From an optimization exercise on the open Yosys and OpenROAD flow, aimed at small area and a short achievable clock period; shortcuts taken in it are not production practice.
Function was not checked in any run shown here: the RTL went through the layout flow alone.
Power and IR drop assume default switching activity.

$ cat design/flow/standard.sh
#!/bin/bash
# synth_recipe.tcl (not shown) runs the flow's synth.tcl, then flattens the netlist and writes it again
# the make line also repeats each setting of config.mk as NAME=value (left out here)
make -C /OpenROAD-flow-scripts/flow DESIGN_CONFIG=/design/flow/config.mk WORK_HOME=/design/flow/orfs CLKGATE_MAP_FILE= SYNTH_SCRIPT=/design/flow/synth_recipe.tcl "${@:-finish}"
$ cat design/flow/flow/downsize.tcl
# Start placement from the smallest drive of every combinational cell that
# synthesis sized up; the timing repair later in the flow sizes up again only
# the cells on paths that need it. Flip-flops are left as synthesis made them.
set db [ord::get_db]
set n 0
foreach inst [[ord::get_db_block] getInsts] {
  set m [[$inst getMaster] getName]
  if {[regexp {^(sky130_fd_sc_hd__([a-z0-9]+))_([0-9]+)$} $m -> base kind sz] && $sz > 1
      && ![string match df* $kind] && ![string match sdf* $kind] && ![string match dl* $kind]} {
    set nm [$db findMaster ${base}_1]
    if {$nm ne "NULL"} {
      $inst swapMaster $nm
      incr n
    }
  }
}
puts "downsize.tcl: $n cells set to drive strength 1"
$ cat design/flow/design.v
module alu_top(clk, a, b, op, out, carry_out, over_flow, zero);
input clk;
input [31:0] a, b;
input [2:0] op;
output reg [31:0] out;
output reg carry_out, over_flow, zero;
reg [31:0] a_r, b_r;
reg [2:0] op_r;
wire [31:0] alu_out;
wire alu_carry_out, alu_over_flow, alu_zero;
ALU alu_core(a_r, b_r, op_r, alu_out, alu_carry_out, alu_over_flow, alu_zero);
always @(posedge clk) begin
	a_r <= a;
	b_r <= b;
	op_r <= op;
	out <= alu_out;
	carry_out <= alu_carry_out;
	over_flow <= alu_over_flow;
	zero <= alu_zero;
end
endmodule

module lf_aoi21(a, b, c, y);
input a, b, c;
output y;
assign y = ~((a & b) | c);
endmodule
module lf_inv(a, y);
input a;
output y;
assign y = ~a;
endmodule
module lf_mux2(s, a, b, y);
input s, a, b;
output y;
assign y = s ? b : a;
endmodule
module lf_mux2i(s, a, b, y);
input s, a, b;
output y;
assign y = ~(s ? b : a);
endmodule
module lf_nand2(a, b, y);
input a, b;
output y;
assign y = ~(a & b);
endmodule
module lf_nand4(a, b, c, d, y);
input a, b, c, d;
output y;
assign y = ~(a & b & c & d);
endmodule
module lf_nor2(a, b, y);
input a, b;
output y;
assign y = ~(a | b);
endmodule
module lf_nor4(a, b, c, d, y);
input a, b, c, d;
output y;
assign y = ~(a | b | c | d);
endmodule
module lf_oai21(a, b, c, y);
input a, b, c;
output y;
assign y = ~((a | b) & c);
endmodule
module lf_oai22(a, b, c, d, y);
input a, b, c, d;
output y;
assign y = ~((a | b) & (c | d));
endmodule
module lf_xnor2(a, b, y);
input a, b;
output y;
assign y = ~(a ^ b);
endmodule
module lf_xor2(a, b, y);
input a, b;
output y;
assign y = a ^ b;
endmodule
module ALU(a, b, addr, out, carry_out, over_flow, zero);
input [31:0] a, b;
input [2:0] addr;
output [31:0] out;
output carry_out, over_flow, zero;
wire op3 = (addr == 3'd3);
wire bi  = (addr == 3'd1) | op3;             
wire inv = (addr == 3'd5) | (addr == 3'd6);  
wire ci  = bi | inv;                         
wire cin_n = ~ci;
wire epn = (addr == 3'd3) | (addr == 3'd4) | (addr == 3'd5);  
wire egn = ~addr[2];                                           
wire ec  = (addr == 3'd0) | (addr == 3'd1);
wire ecn = ~ec;
wire q_1;
wire q_2;
wire q_3;
wire q_4;
wire q_5;
wire q_6;
wire q_7;
wire q_8;
wire q_9;
wire q_10;
wire q_11;
wire q_12;
wire q_13;
wire q_14;
wire q_15;
wire q_16;
wire q_17;
wire q_18;
wire q_19;
wire q_20;
wire q_21;
wire q_22;
wire q_23;
wire q_24;
wire q_25;
wire q_26;
wire q_27;
wire q_28;
wire q_29;
wire q_30;
wire q_31;
wire q_32;
wire pn_33;
wire pn_34;
wire pn_35;
wire pn_36;
wire pn_37;
wire pn_38;
wire pn_39;
wire pn_40;
wire pn_41;
wire pn_42;
wire pn_43;
wire pn_44;
wire pn_45;
wire pn_46;
wire pn_47;
wire pn_48;
wire pn_49;
wire pn_50;
wire pn_51;
wire pn_52;
wire pn_53;
wire pn_54;
wire pn_55;
wire pn_56;
wire pn_57;
wire pn_58;
wire pn_59;
wire pn_60;
wire pn_61;
wire pn_62;
wire pn_63;
wire pn_64;
wire gn_65;
wire gn_66;
wire gn_67;
wire gn_68;
wire gn_69;
wire gn_70;
wire gn_71;
wire gn_72;
wire gn_73;
wire gn_74;
wire gn_75;
wire gn_76;
wire gn_77;
wire gn_78;
wire gn_79;
wire gn_80;
wire gn_81;
wire gn_82;
wire gn_83;
wire gn_84;
wire gn_85;
wire gn_86;
wire gn_87;
wire gn_88;
wire gn_89;
wire gn_90;
wire gn_91;
wire gn_92;
wire gn_93;
wire gn_94;
wire gn_95;
wire gn_96;
wire G_97;
wire i_98;
wire G_99;
wire G_100;
wire P_101;
wire G_102;
wire P_103;
wire G_104;
wire P_105;
wire G_106;
wire P_107;
wire G_108;
wire P_109;
wire G_110;
wire P_111;
wire G_112;
wire P_113;
wire G_114;
wire P_115;
wire G_116;
wire P_117;
wire G_118;
wire P_119;
wire G_120;
wire P_121;
wire G_122;
wire P_123;
wire G_124;
wire P_125;
wire G_126;
wire P_127;
wire G_128;
wire P_129;
wire G_130;
wire G_131;
wire P_132;
wire G_133;
wire P_134;
wire G_135;
wire P_136;
wire G_137;
wire P_138;
wire G_139;
wire P_140;
wire G_141;
wire P_142;
wire G_143;
wire P_144;
wire G_145;
wire G_146;
wire P_147;
wire G_148;
wire P_149;
wire G_150;
wire P_151;
wire G_152;
wire G_153;
wire P_154;
wire G_155;
wire i_156;
wire G_157;
wire i_158;
wire G_159;
wire G_160;
wire G_161;
wire i_162;
wire G_163;
wire G_164;
wire G_165;
wire i_166;
wire G_167;
wire G_168;
wire i_169;
wire G_170;
wire G_171;
wire i_172;
wire G_173;
wire G_174;
wire G_175;
wire i_176;
wire G_177;
wire G_178;
wire i_179;
wire G_180;
wire G_181;
wire G_182;
wire G_183;
wire i_184;
wire G_185;
wire G_186;
wire G_187;
wire G_188;
wire i_189;
wire G_190;
wire G_191;
wire L_192;
wire L_193;
wire M_194;
wire L_195;
wire M_196;
wire L_197;
wire M_198;
wire L_199;
wire M_200;
wire L_201;
wire M_202;
wire L_203;
wire M_204;
wire L_205;
wire M_206;
wire L_207;
wire M_208;
wire L_209;
wire M_210;
wire L_211;
wire M_212;
wire L_213;
wire M_214;
wire L_215;
wire M_216;
wire L_217;
wire M_218;
wire L_219;
wire M_220;
wire L_221;
wire M_222;
wire L_223;
wire M_224;
wire L_225;
wire M_226;
wire L_227;
wire M_228;
wire L_229;
wire M_230;
wire L_231;
wire M_232;
wire L_233;
wire M_234;
wire L_235;
wire M_236;
wire L_237;
wire M_238;
wire L_239;
wire M_240;
wire L_241;
wire M_242;
wire L_243;
wire M_244;
wire L_245;
wire M_246;
wire L_247;
wire M_248;
wire L_249;
wire M_250;
wire L_251;
wire M_252;
wire L_253;
wire M_254;
wire z_255;
wire z_256;
wire z_257;
wire z_258;
wire z_259;
wire z_260;
wire z_261;
wire z_262;
wire z_263;
wire z_264;
wire k, kn, mb0;
wire c31 = G_191;
wire c32 = G_155;
wire p31 = ~pn_64;
wire k1 = (op3 & ~p31) | inv;
wire k0 = (op3 & p31) | inv;
wire m1 = (ec & ci) | k1;
wire m0 = (ec & ci) | k0;
assign carry_out = c32 ^ inv;
assign over_flow = c31 ^ c32;
  lf_xnor2 u0 (.a(a[0]), .b(b[0]), .y(q_1));
  lf_xnor2 u1 (.a(a[1]), .b(b[1]), .y(q_2));
  lf_xnor2 u2 (.a(a[2]), .b(b[2]), .y(q_3));
  lf_xnor2 u3 (.a(a[3]), .b(b[3]), .y(q_4));
  lf_xnor2 u4 (.a(a[4]), .b(b[4]), .y(q_5));
  lf_xnor2 u5 (.a(a[5]), .b(b[5]), .y(q_6));
  lf_xnor2 u6 (.a(a[6]), .b(b[6]), .y(q_7));
  lf_xnor2 u7 (.a(a[7]), .b(b[7]), .y(q_8));
  lf_xnor2 u8 (.a(a[8]), .b(b[8]), .y(q_9));
  lf_xnor2 u9 (.a(a[9]), .b(b[9]), .y(q_10));
  lf_xnor2 u10 (.a(a[10]), .b(b[10]), .y(q_11));
  lf_xnor2 u11 (.a(a[11]), .b(b[11]), .y(q_12));
  lf_xnor2 u12 (.a(a[12]), .b(b[12]), .y(q_13));
  lf_xnor2 u13 (.a(a[13]), .b(b[13]), .y(q_14));
  lf_xnor2 u14 (.a(a[14]), .b(b[14]), .y(q_15));
  lf_xnor2 u15 (.a(a[15]), .b(b[15]), .y(q_16));
  lf_xnor2 u16 (.a(a[16]), .b(b[16]), .y(q_17));
  lf_xnor2 u17 (.a(a[17]), .b(b[17]), .y(q_18));
  lf_xnor2 u18 (.a(a[18]), .b(b[18]), .y(q_19));
  lf_xnor2 u19 (.a(a[19]), .b(b[19]), .y(q_20));
  lf_xnor2 u20 (.a(a[20]), .b(b[20]), .y(q_21));
  lf_xnor2 u21 (.a(a[21]), .b(b[21]), .y(q_22));
  lf_xnor2 u22 (.a(a[22]), .b(b[22]), .y(q_23));
  lf_xnor2 u23 (.a(a[23]), .b(b[23]), .y(q_24));
  lf_xnor2 u24 (.a(a[24]), .b(b[24]), .y(q_25));
  lf_xnor2 u25 (.a(a[25]), .b(b[25]), .y(q_26));
  lf_xnor2 u26 (.a(a[26]), .b(b[26]), .y(q_27));
  lf_xnor2 u27 (.a(a[27]), .b(b[27]), .y(q_28));
  lf_xnor2 u28 (.a(a[28]), .b(b[28]), .y(q_29));
  lf_xnor2 u29 (.a(a[29]), .b(b[29]), .y(q_30));
  lf_xnor2 u30 (.a(a[30]), .b(b[30]), .y(q_31));
  lf_xnor2 u31 (.a(a[31]), .b(b[31]), .y(q_32));
  lf_xor2 u32 (.a(q_1), .b(bi), .y(pn_33));
  lf_xor2 u33 (.a(q_2), .b(bi), .y(pn_34));
  lf_xor2 u34 (.a(q_3), .b(bi), .y(pn_35));
  lf_xor2 u35 (.a(q_4), .b(bi), .y(pn_36));
  lf_xor2 u36 (.a(q_5), .b(bi), .y(pn_37));
  lf_xor2 u37 (.a(q_6), .b(bi), .y(pn_38));
  lf_xor2 u38 (.a(q_7), .b(bi), .y(pn_39));
  lf_xor2 u39 (.a(q_8), .b(bi), .y(pn_40));
  lf_xor2 u40 (.a(q_9), .b(bi), .y(pn_41));
  lf_xor2 u41 (.a(q_10), .b(bi), .y(pn_42));
  lf_xor2 u42 (.a(q_11), .b(bi), .y(pn_43));
  lf_xor2 u43 (.a(q_12), .b(bi), .y(pn_44));
  lf_xor2 u44 (.a(q_13), .b(bi), .y(pn_45));
  lf_xor2 u45 (.a(q_14), .b(bi), .y(pn_46));
  lf_xor2 u46 (.a(q_15), .b(bi), .y(pn_47));
  lf_xor2 u47 (.a(q_16), .b(bi), .y(pn_48));
  lf_xor2 u48 (.a(q_17), .b(bi), .y(pn_49));
  lf_xor2 u49 (.a(q_18), .b(bi), .y(pn_50));
  lf_xor2 u50 (.a(q_19), .b(bi), .y(pn_51));
  lf_xor2 u51 (.a(q_20), .b(bi), .y(pn_52));
  lf_xor2 u52 (.a(q_21), .b(bi), .y(pn_53));
  lf_xor2 u53 (.a(q_22), .b(bi), .y(pn_54));
  lf_xor2 u54 (.a(q_23), .b(bi), .y(pn_55));
  lf_xor2 u55 (.a(q_24), .b(bi), .y(pn_56));
  lf_xor2 u56 (.a(q_25), .b(bi), .y(pn_57));
  lf_xor2 u57 (.a(q_26), .b(bi), .y(pn_58));
  lf_xor2 u58 (.a(q_27), .b(bi), .y(pn_59));
  lf_xor2 u59 (.a(q_28), .b(bi), .y(pn_60));
  lf_xor2 u60 (.a(q_29), .b(bi), .y(pn_61));
  lf_xor2 u61 (.a(q_30), .b(bi), .y(pn_62));
  lf_xor2 u62 (.a(q_31), .b(bi), .y(pn_63));
  lf_xor2 u63 (.a(q_32), .b(bi), .y(pn_64));
  lf_nand2 u64 (.a(a[0]), .b(pn_33), .y(gn_65));
  lf_nand2 u65 (.a(a[1]), .b(pn_34), .y(gn_66));
  lf_nand2 u66 (.a(a[2]), .b(pn_35), .y(gn_67));
  lf_nand2 u67 (.a(a[3]), .b(pn_36), .y(gn_68));
  lf_nand2 u68 (.a(a[4]), .b(pn_37), .y(gn_69));
  lf_nand2 u69 (.a(a[5]), .b(pn_38), .y(gn_70));
  lf_nand2 u70 (.a(a[6]), .b(pn_39), .y(gn_71));
  lf_nand2 u71 (.a(a[7]), .b(pn_40), .y(gn_72));
  lf_nand2 u72 (.a(a[8]), .b(pn_41), .y(gn_73));
  lf_nand2 u73 (.a(a[9]), .b(pn_42), .y(gn_74));
  lf_nand2 u74 (.a(a[10]), .b(pn_43), .y(gn_75));
  lf_nand2 u75 (.a(a[11]), .b(pn_44), .y(gn_76));
  lf_nand2 u76 (.a(a[12]), .b(pn_45), .y(gn_77));
  lf_nand2 u77 (.a(a[13]), .b(pn_46), .y(gn_78));
  lf_nand2 u78 (.a(a[14]), .b(pn_47), .y(gn_79));
  lf_nand2 u79 (.a(a[15]), .b(pn_48), .y(gn_80));
  lf_nand2 u80 (.a(a[16]), .b(pn_49), .y(gn_81));
  lf_nand2 u81 (.a(a[17]), .b(pn_50), .y(gn_82));
  lf_nand2 u82 (.a(a[18]), .b(pn_51), .y(gn_83));
  lf_nand2 u83 (.a(a[19]), .b(pn_52), .y(gn_84));
  lf_nand2 u84 (.a(a[20]), .b(pn_53), .y(gn_85));
  lf_nand2 u85 (.a(a[21]), .b(pn_54), .y(gn_86));
  lf_nand2 u86 (.a(a[22]), .b(pn_55), .y(gn_87));
  lf_nand2 u87 (.a(a[23]), .b(pn_56), .y(gn_88));
  lf_nand2 u88 (.a(a[24]), .b(pn_57), .y(gn_89));
  lf_nand2 u89 (.a(a[25]), .b(pn_58), .y(gn_90));
  lf_nand2 u90 (.a(a[26]), .b(pn_59), .y(gn_91));
  lf_nand2 u91 (.a(a[27]), .b(pn_60), .y(gn_92));
  lf_nand2 u92 (.a(a[28]), .b(pn_61), .y(gn_93));
  lf_nand2 u93 (.a(a[29]), .b(pn_62), .y(gn_94));
  lf_nand2 u94 (.a(a[30]), .b(pn_63), .y(gn_95));
  lf_nand2 u95 (.a(a[31]), .b(pn_64), .y(gn_96));
  lf_oai21 u96 (.a(pn_33), .b(cin_n), .c(gn_65), .y(G_97));
  lf_inv u97 (.a(G_97), .y(i_98));
  lf_oai21 u98 (.a(pn_34), .b(i_98), .c(gn_66), .y(G_99));
  lf_oai21 u99 (.a(pn_36), .b(gn_67), .c(gn_68), .y(G_100));
  lf_nor2 u100 (.a(pn_36), .b(pn_35), .y(P_101));
  lf_oai21 u101 (.a(pn_38), .b(gn_69), .c(gn_70), .y(G_102));
  lf_nor2 u102 (.a(pn_38), .b(pn_37), .y(P_103));
  lf_oai21 u103 (.a(pn_40), .b(gn_71), .c(gn_72), .y(G_104));
  lf_nor2 u104 (.a(pn_40), .b(pn_39), .y(P_105));
  lf_oai21 u105 (.a(pn_42), .b(gn_73), .c(gn_74), .y(G_106));
  lf_nor2 u106 (.a(pn_42), .b(pn_41), .y(P_107));
  lf_oai21 u107 (.a(pn_44), .b(gn_75), .c(gn_76), .y(G_108));
  lf_nor2 u108 (.a(pn_44), .b(pn_43), .y(P_109));
  lf_oai21 u109 (.a(pn_46), .b(gn_77), .c(gn_78), .y(G_110));
  lf_nor2 u110 (.a(pn_46), .b(pn_45), .y(P_111));
  lf_oai21 u111 (.a(pn_48), .b(gn_79), .c(gn_80), .y(G_112));
  lf_nor2 u112 (.a(pn_48), .b(pn_47), .y(P_113));
  lf_oai21 u113 (.a(pn_50), .b(gn_81), .c(gn_82), .y(G_114));
  lf_nor2 u114 (.a(pn_50), .b(pn_49), .y(P_115));
  lf_oai21 u115 (.a(pn_52), .b(gn_83), .c(gn_84), .y(G_116));
  lf_nor2 u116 (.a(pn_52), .b(pn_51), .y(P_117));
  lf_oai21 u117 (.a(pn_54), .b(gn_85), .c(gn_86), .y(G_118));
  lf_nor2 u118 (.a(pn_54), .b(pn_53), .y(P_119));
  lf_oai21 u119 (.a(pn_56), .b(gn_87), .c(gn_88), .y(G_120));
  lf_nor2 u120 (.a(pn_56), .b(pn_55), .y(P_121));
  lf_oai21 u121 (.a(pn_58), .b(gn_89), .c(gn_90), .y(G_122));
  lf_nor2 u122 (.a(pn_58), .b(pn_57), .y(P_123));
  lf_oai21 u123 (.a(pn_60), .b(gn_91), .c(gn_92), .y(G_124));
  lf_nor2 u124 (.a(pn_60), .b(pn_59), .y(P_125));
  lf_oai21 u125 (.a(pn_62), .b(gn_93), .c(gn_94), .y(G_126));
  lf_nor2 u126 (.a(pn_62), .b(pn_61), .y(P_127));
  lf_oai21 u127 (.a(pn_64), .b(gn_95), .c(gn_96), .y(G_128));
  lf_nor2 u128 (.a(pn_64), .b(pn_63), .y(P_129));
  lf_aoi21 u129 (.a(P_101), .b(G_99), .c(G_100), .y(G_130));
  lf_aoi21 u130 (.a(P_105), .b(G_102), .c(G_104), .y(G_131));
  lf_nand2 u131 (.a(P_105), .b(P_103), .y(P_132));
  lf_aoi21 u132 (.a(P_109), .b(G_106), .c(G_108), .y(G_133));
  lf_nand2 u133 (.a(P_109), .b(P_107), .y(P_134));
  lf_aoi21 u134 (.a(P_113), .b(G_110), .c(G_112), .y(G_135));
  lf_nand2 u135 (.a(P_113), .b(P_111), .y(P_136));
  lf_aoi21 u136 (.a(P_117), .b(G_114), .c(G_116), .y(G_137));
  lf_nand2 u137 (.a(P_117), .b(P_115), .y(P_138));
  lf_aoi21 u138 (.a(P_121), .b(G_118), .c(G_120), .y(G_139));
  lf_nand2 u139 (.a(P_121), .b(P_119), .y(P_140));
  lf_aoi21 u140 (.a(P_125), .b(G_122), .c(G_124), .y(G_141));
  lf_nand2 u141 (.a(P_125), .b(P_123), .y(P_142));
  lf_aoi21 u142 (.a(P_129), .b(G_126), .c(G_128), .y(G_143));
  lf_nand2 u143 (.a(P_129), .b(P_127), .y(P_144));
  lf_oai21 u144 (.a(P_132), .b(G_130), .c(G_131), .y(G_145));
  lf_oai21 u145 (.a(P_136), .b(G_133), .c(G_135), .y(G_146));
  lf_nor2 u146 (.a(P_136), .b(P_134), .y(P_147));
  lf_oai21 u147 (.a(P_140), .b(G_137), .c(G_139), .y(G_148));
  lf_nor2 u148 (.a(P_140), .b(P_138), .y(P_149));
  lf_oai21 u149 (.a(P_144), .b(G_141), .c(G_143), .y(G_150));
  lf_nor2 u150 (.a(P_144), .b(P_142), .y(P_151));
  lf_aoi21 u151 (.a(P_147), .b(G_145), .c(G_146), .y(G_152));
  lf_aoi21 u152 (.a(P_151), .b(G_148), .c(G_150), .y(G_153));
  lf_nand2 u153 (.a(P_151), .b(P_149), .y(P_154));
  lf_oai21 u154 (.a(P_154), .b(G_152), .c(G_153), .y(G_155));
  lf_inv u155 (.a(G_152), .y(i_156));
  lf_aoi21 u156 (.a(P_149), .b(i_156), .c(G_148), .y(G_157));
  lf_inv u157 (.a(G_145), .y(i_158));
  lf_oai21 u158 (.a(P_134), .b(i_158), .c(G_133), .y(G_159));
  lf_oai21 u159 (.a(P_138), .b(G_152), .c(G_137), .y(G_160));
  lf_oai21 u160 (.a(P_142), .b(G_157), .c(G_141), .y(G_161));
  lf_inv u161 (.a(G_130), .y(i_162));
  lf_aoi21 u162 (.a(P_103), .b(i_162), .c(G_102), .y(G_163));
  lf_aoi21 u163 (.a(P_107), .b(G_145), .c(G_106), .y(G_164));
  lf_aoi21 u164 (.a(P_111), .b(G_159), .c(G_110), .y(G_165));
  lf_inv u165 (.a(G_152), .y(i_166));
  lf_aoi21 u166 (.a(P_115), .b(i_166), .c(G_114), .y(G_167));
  lf_aoi21 u167 (.a(P_119), .b(G_160), .c(G_118), .y(G_168));
  lf_inv u168 (.a(G_157), .y(i_169));
  lf_aoi21 u169 (.a(P_123), .b(i_169), .c(G_122), .y(G_170));
  lf_aoi21 u170 (.a(P_127), .b(G_161), .c(G_126), .y(G_171));
  lf_inv u171 (.a(G_99), .y(i_172));
  lf_oai21 u172 (.a(pn_35), .b(i_172), .c(gn_67), .y(G_173));
  lf_oai21 u173 (.a(pn_37), .b(G_130), .c(gn_69), .y(G_174));
  lf_oai21 u174 (.a(pn_39), .b(G_163), .c(gn_71), .y(G_175));
  lf_inv u175 (.a(G_145), .y(i_176));
  lf_oai21 u176 (.a(pn_41), .b(i_176), .c(gn_73), .y(G_177));
  lf_oai21 u177 (.a(pn_43), .b(G_164), .c(gn_75), .y(G_178));
  lf_inv u178 (.a(G_159), .y(i_179));
  lf_oai21 u179 (.a(pn_45), .b(i_179), .c(gn_77), .y(G_180));
  lf_oai21 u180 (.a(pn_47), .b(G_165), .c(gn_79), .y(G_181));
  lf_oai21 u181 (.a(pn_49), .b(G_152), .c(gn_81), .y(G_182));
  lf_oai21 u182 (.a(pn_51), .b(G_167), .c(gn_83), .y(G_183));
  lf_inv u183 (.a(G_160), .y(i_184));
  lf_oai21 u184 (.a(pn_53), .b(i_184), .c(gn_85), .y(G_185));
  lf_oai21 u185 (.a(pn_55), .b(G_168), .c(gn_87), .y(G_186));
  lf_oai21 u186 (.a(pn_57), .b(G_157), .c(gn_89), .y(G_187));
  lf_oai21 u187 (.a(pn_59), .b(G_170), .c(gn_91), .y(G_188));
  lf_inv u188 (.a(G_161), .y(i_189));
  lf_oai21 u189 (.a(pn_61), .b(i_189), .c(gn_93), .y(G_190));
  lf_oai21 u190 (.a(pn_63), .b(G_171), .c(gn_95), .y(G_191));
  lf_oai22 u191 (.a(pn_33), .b(epn), .c(gn_65), .d(egn), .y(L_192));
  lf_xor2 u192 (.a(L_192), .b(mb0), .y(out[0]));
  lf_oai22 u193 (.a(pn_34), .b(epn), .c(gn_66), .d(egn), .y(L_193));
  lf_aoi21 u194 (.a(G_97), .b(ec), .c(k), .y(M_194));
  lf_xnor2 u195 (.a(L_193), .b(M_194), .y(out[1]));
  lf_oai22 u196 (.a(pn_35), .b(epn), .c(gn_67), .d(egn), .y(L_195));
  lf_aoi21 u197 (.a(G_99), .b(ec), .c(k), .y(M_196));
  lf_xnor2 u198 (.a(L_195), .b(M_196), .y(out[2]));
  lf_oai22 u199 (.a(pn_36), .b(epn), .c(gn_68), .d(egn), .y(L_197));
  lf_aoi21 u200 (.a(G_173), .b(ec), .c(k), .y(M_198));
  lf_xnor2 u201 (.a(L_197), .b(M_198), .y(out[3]));
  lf_oai22 u202 (.a(pn_37), .b(epn), .c(gn_69), .d(egn), .y(L_199));
  lf_oai21 u203 (.a(G_130), .b(ecn), .c(kn), .y(M_200));
  lf_xor2 u204 (.a(L_199), .b(M_200), .y(out[4]));
  lf_oai22 u205 (.a(pn_38), .b(epn), .c(gn_70), .d(egn), .y(L_201));
  lf_aoi21 u206 (.a(G_174), .b(ec), .c(k), .y(M_202));
  lf_xnor2 u207 (.a(L_201), .b(M_202), .y(out[5]));
  lf_oai22 u208 (.a(pn_39), .b(epn), .c(gn_71), .d(egn), .y(L_203));
  lf_oai21 u209 (.a(G_163), .b(ecn), .c(kn), .y(M_204));
  lf_xor2 u210 (.a(L_203), .b(M_204), .y(out[6]));
  lf_oai22 u211 (.a(pn_40), .b(epn), .c(gn_72), .d(egn), .y(L_205));
  lf_aoi21 u212 (.a(G_175), .b(ec), .c(k), .y(M_206));
  lf_xnor2 u213 (.a(L_205), .b(M_206), .y(out[7]));
  lf_oai22 u214 (.a(pn_41), .b(epn), .c(gn_73), .d(egn), .y(L_207));
  lf_aoi21 u215 (.a(G_145), .b(ec), .c(k), .y(M_208));
  lf_xnor2 u216 (.a(L_207), .b(M_208), .y(out[8]));
  lf_oai22 u217 (.a(pn_42), .b(epn), .c(gn_74), .d(egn), .y(L_209));
  lf_aoi21 u218 (.a(G_177), .b(ec), .c(k), .y(M_210));
  lf_xnor2 u219 (.a(L_209), .b(M_210), .y(out[9]));
  lf_oai22 u220 (.a(pn_43), .b(epn), .c(gn_75), .d(egn), .y(L_211));
  lf_oai21 u221 (.a(G_164), .b(ecn), .c(kn), .y(M_212));
  lf_xor2 u222 (.a(L_211), .b(M_212), .y(out[10]));
  lf_oai22 u223 (.a(pn_44), .b(epn), .c(gn_76), .d(egn), .y(L_213));
  lf_aoi21 u224 (.a(G_178), .b(ec), .c(k), .y(M_214));
  lf_xnor2 u225 (.a(L_213), .b(M_214), .y(out[11]));
  lf_oai22 u226 (.a(pn_45), .b(epn), .c(gn_77), .d(egn), .y(L_215));
  lf_aoi21 u227 (.a(G_159), .b(ec), .c(k), .y(M_216));
  lf_xnor2 u228 (.a(L_215), .b(M_216), .y(out[12]));
  lf_oai22 u229 (.a(pn_46), .b(epn), .c(gn_78), .d(egn), .y(L_217));
  lf_aoi21 u230 (.a(G_180), .b(ec), .c(k), .y(M_218));
  lf_xnor2 u231 (.a(L_217), .b(M_218), .y(out[13]));
  lf_oai22 u232 (.a(pn_47), .b(epn), .c(gn_79), .d(egn), .y(L_219));
  lf_oai21 u233 (.a(G_165), .b(ecn), .c(kn), .y(M_220));
  lf_xor2 u234 (.a(L_219), .b(M_220), .y(out[14]));
  lf_oai22 u235 (.a(pn_48), .b(epn), .c(gn_80), .d(egn), .y(L_221));
  lf_aoi21 u236 (.a(G_181), .b(ec), .c(k), .y(M_222));
  lf_xnor2 u237 (.a(L_221), .b(M_222), .y(out[15]));
  lf_oai22 u238 (.a(pn_49), .b(epn), .c(gn_81), .d(egn), .y(L_223));
  lf_oai21 u239 (.a(G_152), .b(ecn), .c(kn), .y(M_224));
  lf_xor2 u240 (.a(L_223), .b(M_224), .y(out[16]));
  lf_oai22 u241 (.a(pn_50), .b(epn), .c(gn_82), .d(egn), .y(L_225));
  lf_aoi21 u242 (.a(G_182), .b(ec), .c(k), .y(M_226));
  lf_xnor2 u243 (.a(L_225), .b(M_226), .y(out[17]));
  lf_oai22 u244 (.a(pn_51), .b(epn), .c(gn_83), .d(egn), .y(L_227));
  lf_oai21 u245 (.a(G_167), .b(ecn), .c(kn), .y(M_228));
  lf_xor2 u246 (.a(L_227), .b(M_228), .y(out[18]));
  lf_oai22 u247 (.a(pn_52), .b(epn), .c(gn_84), .d(egn), .y(L_229));
  lf_aoi21 u248 (.a(G_183), .b(ec), .c(k), .y(M_230));
  lf_xnor2 u249 (.a(L_229), .b(M_230), .y(out[19]));
  lf_oai22 u250 (.a(pn_53), .b(epn), .c(gn_85), .d(egn), .y(L_231));
  lf_aoi21 u251 (.a(G_160), .b(ec), .c(k), .y(M_232));
  lf_xnor2 u252 (.a(L_231), .b(M_232), .y(out[20]));
  lf_oai22 u253 (.a(pn_54), .b(epn), .c(gn_86), .d(egn), .y(L_233));
  lf_aoi21 u254 (.a(G_185), .b(ec), .c(k), .y(M_234));
  lf_xnor2 u255 (.a(L_233), .b(M_234), .y(out[21]));
  lf_oai22 u256 (.a(pn_55), .b(epn), .c(gn_87), .d(egn), .y(L_235));
  lf_oai21 u257 (.a(G_168), .b(ecn), .c(kn), .y(M_236));
  lf_xor2 u258 (.a(L_235), .b(M_236), .y(out[22]));
  lf_oai22 u259 (.a(pn_56), .b(epn), .c(gn_88), .d(egn), .y(L_237));
  lf_aoi21 u260 (.a(G_186), .b(ec), .c(k), .y(M_238));
  lf_xnor2 u261 (.a(L_237), .b(M_238), .y(out[23]));
  lf_oai22 u262 (.a(pn_57), .b(epn), .c(gn_89), .d(egn), .y(L_239));
  lf_oai21 u263 (.a(G_157), .b(ecn), .c(kn), .y(M_240));
  lf_xor2 u264 (.a(L_239), .b(M_240), .y(out[24]));
  lf_oai22 u265 (.a(pn_58), .b(epn), .c(gn_90), .d(egn), .y(L_241));
  lf_aoi21 u266 (.a(G_187), .b(ec), .c(k), .y(M_242));
  lf_xnor2 u267 (.a(L_241), .b(M_242), .y(out[25]));
  lf_oai22 u268 (.a(pn_59), .b(epn), .c(gn_91), .d(egn), .y(L_243));
  lf_oai21 u269 (.a(G_170), .b(ecn), .c(kn), .y(M_244));
  lf_xor2 u270 (.a(L_243), .b(M_244), .y(out[26]));
  lf_oai22 u271 (.a(pn_60), .b(epn), .c(gn_92), .d(egn), .y(L_245));
  lf_aoi21 u272 (.a(G_188), .b(ec), .c(k), .y(M_246));
  lf_xnor2 u273 (.a(L_245), .b(M_246), .y(out[27]));
  lf_oai22 u274 (.a(pn_61), .b(epn), .c(gn_93), .d(egn), .y(L_247));
  lf_aoi21 u275 (.a(G_161), .b(ec), .c(k), .y(M_248));
  lf_xnor2 u276 (.a(L_247), .b(M_248), .y(out[28]));
  lf_oai22 u277 (.a(pn_62), .b(epn), .c(gn_94), .d(egn), .y(L_249));
  lf_aoi21 u278 (.a(G_190), .b(ec), .c(k), .y(M_250));
  lf_xnor2 u279 (.a(L_249), .b(M_250), .y(out[29]));
  lf_oai22 u280 (.a(pn_63), .b(epn), .c(gn_95), .d(egn), .y(L_251));
  lf_oai21 u281 (.a(G_171), .b(ecn), .c(kn), .y(M_252));
  lf_xor2 u282 (.a(L_251), .b(M_252), .y(out[30]));
  lf_oai22 u283 (.a(pn_64), .b(epn), .c(gn_96), .d(egn), .y(L_253));
  lf_aoi21 u284 (.a(G_191), .b(ec), .c(k), .y(M_254));
  lf_xnor2 u285 (.a(L_253), .b(M_254), .y(out[31]));
  lf_nor4 u286 (.a(out[0]), .b(out[1]), .c(out[2]), .d(out[3]), .y(z_255));
  lf_nor4 u287 (.a(out[4]), .b(out[5]), .c(out[6]), .d(out[7]), .y(z_256));
  lf_nor4 u288 (.a(out[8]), .b(out[9]), .c(out[10]), .d(out[11]), .y(z_257));
  lf_nor4 u289 (.a(out[12]), .b(out[13]), .c(out[14]), .d(out[15]), .y(z_258));
  lf_nor4 u290 (.a(out[16]), .b(out[17]), .c(out[18]), .d(out[19]), .y(z_259));
  lf_nor4 u291 (.a(out[20]), .b(out[21]), .c(out[22]), .d(out[23]), .y(z_260));
  lf_nor4 u292 (.a(out[24]), .b(out[25]), .c(out[26]), .d(out[27]), .y(z_261));
  lf_nor4 u293 (.a(out[28]), .b(out[29]), .c(out[30]), .d(out[31]), .y(z_262));
  lf_nand4 u294 (.a(z_255), .b(z_256), .c(z_257), .d(z_258), .y(z_263));
  lf_nand4 u295 (.a(z_259), .b(z_260), .c(z_261), .d(z_262), .y(z_264));
  lf_nor2 u296 (.a(z_263), .b(z_264), .y(zero));
lf_mux2 uk (.s(c32), .a(k0), .b(k1), .y(k));
lf_mux2i ukn (.s(c32), .a(k0), .b(k1), .y(kn));
lf_mux2 um (.s(c32), .a(m0), .b(m1), .y(mb0));   
endmodule
$ cat design/flow/constraint.sdc
create_clock -name core_clock -period 14.5 [get_ports {clk}]
set_input_delay 2.9000 -clock core_clock [delete_from_list [all_inputs] [get_ports {clk}]]
set_output_delay 2.9000 -clock core_clock [all_outputs]
set_load 0.01 [all_outputs]
$ cat design/flow/flow/run.sh
#!/bin/bash
# The standard layout (standard.sh) with three changes to how it is made:
#  - the port buffers are sky130 buf_1 rather than the resizer's default pick;
#  - before floorplanning every combinational cell is set to drive strength 1
#    (flow/downsize.tcl), so only the resizer's timing repair sizes cells up;
#  - the timing repair aims at a setup slack margin of SETUP_MARGIN ns.
# Each tool's output goes to ORFS's own per-step logs under orfs/logs; make's
# output goes to standard.log.
export BUFFER_PORTS_ARGS="-buffer_cell sky130_fd_sc_hd__buf_1"
export SETUP_SLACK_MARGIN=${SETUP_MARGIN:-10.7}
export PRE_FLOORPLAN_TCL=$PWD/flow/downsize.tcl
bash standard.sh > standard.log 2>&1
$ cat design/flow/config.mk
export PLATFORM = sky130hd
export DESIGN_NAME = alu_top
export DESIGN_NICKNAME = alu_top
export VERILOG_FILES = /design/flow/design.v
export SDC_FILE = /design/flow/constraint.sdc
export NUM_CORES = 4
export LEC_CHECK = 0
export CAP_MARGIN = 20
export CORE_MARGIN = 2
export CORE_UTILIZATION = 40
export SLEW_MARGIN = 20
export SYNTH_HIERARCHICAL = 1
==> impl_metrics.yaml, run 1 <==
sta:
  fin_skew_ns: 0.01352
  fin_crit_ns: 3.777
  finalWorstSetupSlack_ns: 10.72
  hold_violations: 0
  setup_viol: 0
  totalNegativeSetupSlack_ns: 0
  min_period_over_period_pct: 26.04
  worstMarginPinSlew_ns: 1.105
  slew_violations: 0
  grt_setup_unrepaired: "true"
  max_freq_mhz: 264.8
  relSlewSlack_pct: 26.25
power:
  peakVddDrop_mv: 0.05976
  power.leakage_uw: 0.002030
  powerDensity_nw_per_um2: 153.4
  p_total_uw: 800.6
floorplan:
  die_h_microns: 104.0
  core_sq_um: 9729
  num_rows: 36
  fp.dieW_microns: 104.0
  num_io_pins: 103
  initial_utilization_pct: 41.13
  die-area_sq_um: 10820
yosys:
  netlist_instances: 422
  synth-warning-count: 7
  synth_nets: 490
setup_path:
  cp-end-kind: "primary output"
  critPathMaxFanout: 1
  rrSetupSlack_ns: 10.85
  crit_buf_inv: 1
  critical_path_class: "register to primary output"
  r2r_cells: 17
  r2r-end: "zero"
  path_delay_family: "flip-flops"
  worstReg2RegStart: "op_r[2]"
  cp.required_ns: 11.60
  path_cells: "clkbuf_2"
  critical_path.max_stage_delay_ns: 0.36
  startpoint_type: "register"
  arrival_ns: 0.88
  crit_slowest_cell: "dfxtp_1"
route:
  drt_iter0_drc: 123
  wirelength_mm: 9.635
  drc_errors: 0
  num_vias: 3443
  drtAntennaViolNets: 0
  firstDrtPassIters: 4
  routed_via_density: 4.954
  avgRoutedWirePerCell_microns: 13.86
finish:
  diodes: 0
  stdcell_count: 695
  final_nets: 625
  drive_above_1_share_pct: 14.41
  fin_util_pct: 53.63
grt:
  track_usage_pct: 17.30
  grt_pass1_wl_mm: 15.17
  grt_pass1_vias: 3292
  antenna_found_initial: 0
  use_met2_pct: 28.90
  busiest_layer: "met2"
  use_met1_pct: 21.64
  grt_max_degree: 34
  use_met3_pct: 4.261
  gr-total-overflow: 0
clock_network:
  clockBufferDepth: 2
  cts_tree: "done"
  path_clk_slew_ns: 0.10
  clk_latency_ns: 0.37
  numCtsBuffers: 9
  cts.hold.buffers_added: 0
  h-tree-depth: 3
  cts-root-buf: "clkbuf_8"
  cts.sinks: 102
placement:
  post-place-ws_ns: 9.780
  gp_congestion: 0.8573
  io_buffers: 102
  dp_hpwl_mm: 6.372
  dp_cells: 658
job:
  cap_violations: 0
hold_path:
  holdPathEnd: "carry_out"
  worstHoldPathCells: 2
  hp-start: "op_r[2]"
  hold_path_class: "register to register"
outcome:
  status: "finished clean"
## sequential cells by signal (all words and copies together) (netlist names)
signal     flops
carry_out      1
out           32
zero           1
op_r           3
over_flow      1
b_r           32
a_r           32
## metrics by stage
stage | instance area [sq um] | hold slack (ns)
4_1_cts | 4912 | 0.6693
2_1_floorplan | 4008 | 0.5278
3_5_place_dp | 4568 | 0.6132
5_1_grt | 5218 | 0.6814
3_3_place_gp | 4568 | 0.6013
6_report | 5218 | 0.6400
## report_power, final
group          switching (uW)  internal [uW]
Sequential               18.7            329
Clock                    95.8            108
Combinational             151           97.8
Total                     265            535
## what timing repair did
item	in CTS	in global routing
gates cloned	1	2
pin swaps	2	5
buffers inserted	7	11
setup endpoints to repair	34	8
gates resized for setup	11	40
## cells in the final DEF, fill, tap and decap left out, types with 2 or more instances in the layout
cell	instances
dfxtp_1	99
buf_1	94
xnor2_1	54
o21ai_1	45
nand2_1	43
xor2_1	33
a21oi_1	32
o22ai_1	32
nor2_1	20
buf_4	16
inv_1	14
xor2_2	12
clkbuf_8	11
clkbuf_2	7
a21oi_2	6
o21ai_2	5
nor4_1	5
o21ai_0	4
nor4_2	3
mux2_4	3
inv_6	3
and2b_4	2
a21o_1	2
nand4_1	2
bufinv_16	2
dfxtp_2	2
buf_6	2
## worst max path at each step
| stage | startpoint | end | cells after the start |
|---|---|---|---|
| after floorplan | op_r[0] | zero | 16 |
| after global placement | op_r[0] | zero | 16 |
| after detailed placement | op_r[0] | zero | 16 |
| after CTS | out[4] | out[4] | 1 |
| after global routing | op_r[2] | zero | 17 |
| final | out[4] | out[4] | 1 |
## per-layer routing
metal | up-vias | part of all wire (%)
met4 | 0 | 2.0
met1 | 1599 | 43
li1 | 1721 | -
met3 | 17 | 5.9
met2 | 106 | 49
met5 | - | 0
## area by class of cell
| type | instances | area, sq um |
|---|---|---|
| clock buffer | 11 | 151.4 |
| clock inverter | 5 | 86.33 |
| fill | 937 | 4512 |
| inverter | 14 | 52.55 |
| multi-input combinational | 309 | 2157 |
| sequential | 102 | 2048 |
| tap | 133 | 166.4 |
| timing repair buffer | 121 | 555.5 |
==> inputs of run 2 (changes only) <==
--- a/design/flow/flow/run.sh
+++ b/design/flow/flow/run.sh
@@ -8,5 +8,5 @@
 # output goes to standard.log.
 export BUFFER_PORTS_ARGS="-buffer_cell sky130_fd_sc_hd__buf_1"
-export SETUP_SLACK_MARGIN=${SETUP_MARGIN:-10.7}
+export SETUP_SLACK_MARGIN=${SETUP_MARGIN:-10.3}
 export PRE_FLOORPLAN_TCL=$PWD/flow/downsize.tcl
 bash standard.sh > standard.log 2>&1
==> impl_metrics.yaml, run 2 <==
finish:
  fillCellCount: 992
  top_regs: "a_r (32), b_r (32), out (32)"
  drive_above_1_share_pct: 6.204
  final_nets: 611
  final_cell_mix: "buf_1, dfxtp_1, xnor2_1"
  final_common_cell: "buf_1"
  diodes: 0
clock_network:
  clockBufferDepth: 2
  h-tree-depth: 3
  clk_latency_ns: 0.36
  numCtsBuffers: 9
  cts.sinks: 102
  cts-root-buf: "clkbuf_8"
  path_clk_slew_ns: 0.09
  cts_tree: "done"
  cts.hold.buffers_added: 0
route:
  drc_errors: 0
  drt_iter0_drc: 140
  drtAntennaViolNets: 0
  num_vias: 3336
  routed_via_density: 4.899
  wirelength_mm: 8.944
  firstDrtPassIters: 4
  avgRoutedWirePerCell_microns: 13.13
setup_path:
  critical_path_class: "register to register"
  arrival_ns: 4.14
  critical_path.max_stage_delay_ns: 0.44
  path_cells: "and2b_4 > xor2_1 > nand2_1 > o21ai_1 > inv_1 > o21ai_1 > a21oi_2 > o21ai_2 > a21oi_2 > o21ai_2 > buf_4 > mux2i_4 > o21ai_1 > xor2_1 > nor4_1 > nand4_1 > nor2_1"
  crit_top_cell: "o21ai_1"
  crit_slowest_cell: "nor4_1"
  cp.required_ns: 14.80
  critPathMaxFanout: 10
  startpoint_type: "register"
  crit_buf_inv: 2
  cp-end-kind: "register"
  path_delay_family: "compound AO/OA/AOI/OAI gates"
yosys:
  synth_nets: 490
  synth-warning-count: 7
  netlist_instances: 422
grt:
  antenna_found_initial: 0
  grt_pass1_vias: 3280
  grt_max_degree: 34
  gr-total-overflow: 0
  track_usage_pct: 16.54
  grt_pass1_wl_mm: 14.52
floorplan:
  initial_utilization_pct: 41.13
  fp.dieW_microns: 104.0
  num_io_pins: 103
  num_rows: 36
  die_h_microns: 104.0
  core_sq_um: 9729
  die-area_sq_um: 10820
hold_path:
  hold_path_class: "register to register"
sta:
  fin_skew_ns: 0.01085
  totalNegativeSetupSlack_ns: 0
  max_freq_mhz: 260.7
  min_period_over_period_pct: 26.45
  worstMarginPinSlew_ns: 0.6888
  setup_viol: 0
  grt_setup_unrepaired: "false"
  hold_violations: 0
  hold_ws_ns: 0.6535
  relSlewSlack_pct: 54.03
  fin_crit_ns: 3.836
  slew_violations: 0
outcome:
  status: "finished clean"
power:
  power.leakage_uw: 0.001879
  powerDensity_nw_per_um2: 150.8
  peakVddDrop_mv: 0.08105
job:
  cap_violations: 0
placement:
  gp_congestion: 0.8438
  io_buffers: 102
  dp_hpwl_mm: 6.400
## run 2: metrics by stage
| step | setup WS (ns) | utilization [%] | instances | cell area, sq um | power (uW) |
|---|---|---|---|---|---|
| floorplan | 10.41 | - | 422 | 4003 | 497.3 |
| finish | 10.66 | 50.05 | 681 | 4870 | 734.4 |
| CTS | 10.49 | 49.74 | 680 | 4840 | 737.0 |
| global route | 10.38 | 50.05 | 681 | 4870 | 778.7 |
| global placement | 9.470 | 46.90 | 658 | 4563 | 563.8 |
| detailed placement | 9.342 | 46.90 | 658 | 4563 | 565.7 |
## run 2: worst min-delay path: cells and delay by family (launching register included)
kind	cells	cell delay, ns
flops	1	0.37
xor+xnor	1	0.09
simple gates	1	0.12
## run 2: final cells by class
class	count	area [sq um]	share of cell area (%)
clock buffers	12	155.1	3.186
clock inverters	4	30.03	0.6166
inverters	14	52.55	1.079
multi-input cells	307	1953	40.11
flip-flops and latches	102	2044	41.98
well taps	133	166.4	3.417
repair buffers	109	467.9	9.609
## run 2: final timing paths
| path | start | endpoint | slack [ns] | cells past startpoint |
|---|---|---|---|---|
| worst max-delay path | op_r[2] | zero | 10.66 | 17 |
| worst min-delay path | op_r[2] | carry_out | 0.65 | 2 |
| worst max register to register | op_r[2] | zero | 10.66 | 17 |
| worst min register to register | op_r[2] | carry_out | 0.65 | 2 |
## run 2: routing by layer
metal	vias to the layer above	global-route usage (%)	part of all wire [%]
met5	-	0	0
li1	1702	-	-
met3	15	5.138	6.8
met2	103	28.10	48
met1	1516	19.44	44
met4	0	6.564	2.0
## run 2: power breakdown
part,switching [uW],internal [uW]
Clock,93.0,72.5
Sequential,19.5,329
Combinational,137,83.8
## run 2: repair_timing
action,in CTS,in global routing
pin swaps,1,0
gates cloned,1,0
buffers inserted,5,0
setup endpoints to repair,32,1
gates resized for setup,6,6
==> inputs of run 3 (changes only) <==
--- a/design/flow/flow/run.sh
+++ b/design/flow/flow/run.sh
@@ -8,5 +8,5 @@
 # output goes to standard.log.
 export BUFFER_PORTS_ARGS="-buffer_cell sky130_fd_sc_hd__buf_1"
-export SETUP_SLACK_MARGIN=${SETUP_MARGIN:-10.3}
+export SETUP_SLACK_MARGIN=${SETUP_MARGIN:-10.0}
 export PRE_FLOORPLAN_TCL=$PWD/flow/downsize.tcl
 bash standard.sh > standard.log 2>&1
==> impl_metrics.yaml, run 3 <==
outcome:
  status: "finished clean"
sta:
  hold_ws_ns: 0.6757
  grt_setup_unrepaired: "false"
  relSlewSlack_pct: 38.00
  max_freq_mhz: 239.9
  hold_violations: 0
  totalNegativeSetupSlack_ns: 0
  slew_violations: 0
  min_period_over_period_pct: 28.75
  setup_viol: 0
  fin_skew_ns: 0.008985
  worstMarginPinSlew_ns: 0.9300
  fin_crit_ns: 4.168
clock_network:
  cts_tree: "done"
  h-tree-depth: 3
  clockBufferDepth: 2
  numCtsBuffers: 9
  clk_latency_ns: 0.36
  path_clk_slew_ns: 0.09
  cts-root-buf: "clkbuf_8"
  cts.sinks: 102
  cts.hold.buffers_added: 0
finish:
  drive_above_1_share_pct: 5.978
  fin_util_pct: 50.28
  stdcell_count: 685
  fillCellCount: 984
  final_cell_mix: "dfxtp_1, buf_1, xnor2_1"
  top_regs: "a_r (32), b_r (32), out (32)"
  final_nets: 615
  diodes: 0
  design_area_sq_um: 4892
power:
  peakVddDrop_mv: 0.06426
  powerDensity_nw_per_um2: 153.0
  power.leakage_uw: 0.001900
route:
  avgRoutedWirePerCell_microns: 13.34
  met1_length_mm: 3.927
  top_layer: "met4"
  wl_met3_microns: 603
  firstDrtPassIters: 4
  drt_iter0_drc: 70
  drtAntennaViolNets: 0
  routed_via_density: 4.847
  drc_errors: 0
  wirelength_mm: 9.137
  num_vias: 3320
  wl_met2_mm: 4.469
yosys:
  synth_nets: 490
  netlist_instances: 422
  synth-warning-count: 7
grt:
  antenna_found_initial: 0
  grt_pass1_vias: 3262
  grt_pass1_wl_mm: 15.07
  track_usage_pct: 17.39
  gr-total-overflow: 0
  grt_max_degree: 34
setup_path:
  critical_path.max_stage_delay_ns: 0.56
  arrival_ns: 4.47
  path_cells: "and2b_4 > xor2_1 > nand2_1 > o21ai_1 > inv_1 > o21ai_1 > a21oi_1 > o21ai_1 > a21oi_2 > o21ai_2 > mux2_2 > a21oi_1 > xnor2_1 > nor4_1 > nand4_1 > nor2_1"
  crit_slowest_cell: "mux2_2"
  cp.required_ns: 14.81
  crit_top_cell: "o21ai_1"
  critPathMaxFanout: 21
  startpoint_type: "register"
  critical_path_class: "register to register"
  cp-end-kind: "register"
floorplan:
  num_rows: 36
  core_sq_um: 9729
  fp.dieW_microns: 104.0
  num_io_pins: 103
  die-area_sq_um: 10820
  initial_utilization_pct: 41.13
  die_h_microns: 104.0
placement:
  dp_cells: 658
  io_buffers: 102
  dp_hpwl_mm: 6.582
  placed_cell_area_sq_um: 4563
  gp_congestion: 0.8595
job:
  cap_violations: 0
hold_path:
  hold_path_class: "register to register"
## run 3: report_power, final
group          leakage, uW  switching [uW]  internal [uW]
Sequential        0.000860            18.7            329
Combinational     0.000941             137           83.6
Clock            0.0000993            95.0           85.3
## run 3: worst paths after layout
kind / startpoint / end / slack, ns / cells after the start
setup reg to reg: op_r[0] / zero / 10.33 / 16
hold reg to reg: a_r[15] / out[15] / 0.68 / 3
setup / recovery: op_r[0] / zero / 10.33 / 16
hold / removal: a_r[15] / out[15] / 0.68 / 3
## run 3: critical path: cells and delay by family (launching register included)
family	cells	cell delay (ns)
compound gates	7	1.60
simple gates	5	1.03
mux	1	0.56
flops	1	0.50
xor+xnor	2	0.35
buf+inv	1	0.06
## run 3: area by class of cell
cell class | instances | area (sq um) | share of cell area, %
Clock buffer | 10 | 137.6 | 2.813
Clock inverter | 6 | 67.56 | 1.381
Inverter | 14 | 52.55 | 1.074
Multi-Input combinational cell | 307 | 1941 | 39.67
Sequential cell | 102 | 2042 | 41.74
Tap cell | 133 | 166.4 | 3.402
Timing Repair Buffer | 113 | 485.5 | 9.923
## run 3: stage by stage
stage	setup WS (ns)	power, uW
floorplan	10.02	497.2
detailed placement	9.330	565.9
finish	10.33	748.5
global placement	9.527	563.6
global route	10.01	796.8
CTS	10.01	750.1
## run 3: per-layer routing
layer	GRT usage, %	vias up
met5	0	-
met4	6.178	0
met3	5.952	12
met2	29.61	108
met1	20.34	1494
li1	-	1706
## run 3: timing repair
item                       CTS  global route
gates resized for setup      4             2
setup endpoints to repair   15             1
gates cloned                 1             0
setup buffers                0             9
pin swaps                    0             1

-- static timing again, ports no longer ideal --
In the flow no input, the clock included, has a driving cell. The finished layouts below were timed again as built, in two steps. Step 1 sets driving cells, clkbuf_16 on the clock port and buf_2 on the other inputs (assumed; they add their load-dependent delay and slew). Step 2 adds t to the input delays and takes it off the output delays; t is the mean of the earliest and latest rising clock arrival at the registers after step 1. Input paths then give back, and output paths get back, about the clock's delay inside the block. a / b / c = ideal / step 1 / step 2; a / b = the first two.
run | t, ns | setup slack, ns | hold slack, ns
run 1 | 0.393 | 10.724 / 10.693 / 10.846 | 0.640 / 0.640 / 0.640
run 2 | 0.389 | 10.664 / 10.664 / 10.664 | 0.654 / 0.654 / 0.654
run 3 | 0.392 | 10.332 / 10.332 / 10.332 | 0.676 / 0.676 / 0.676
After both steps every run listed still meets setup and hold.
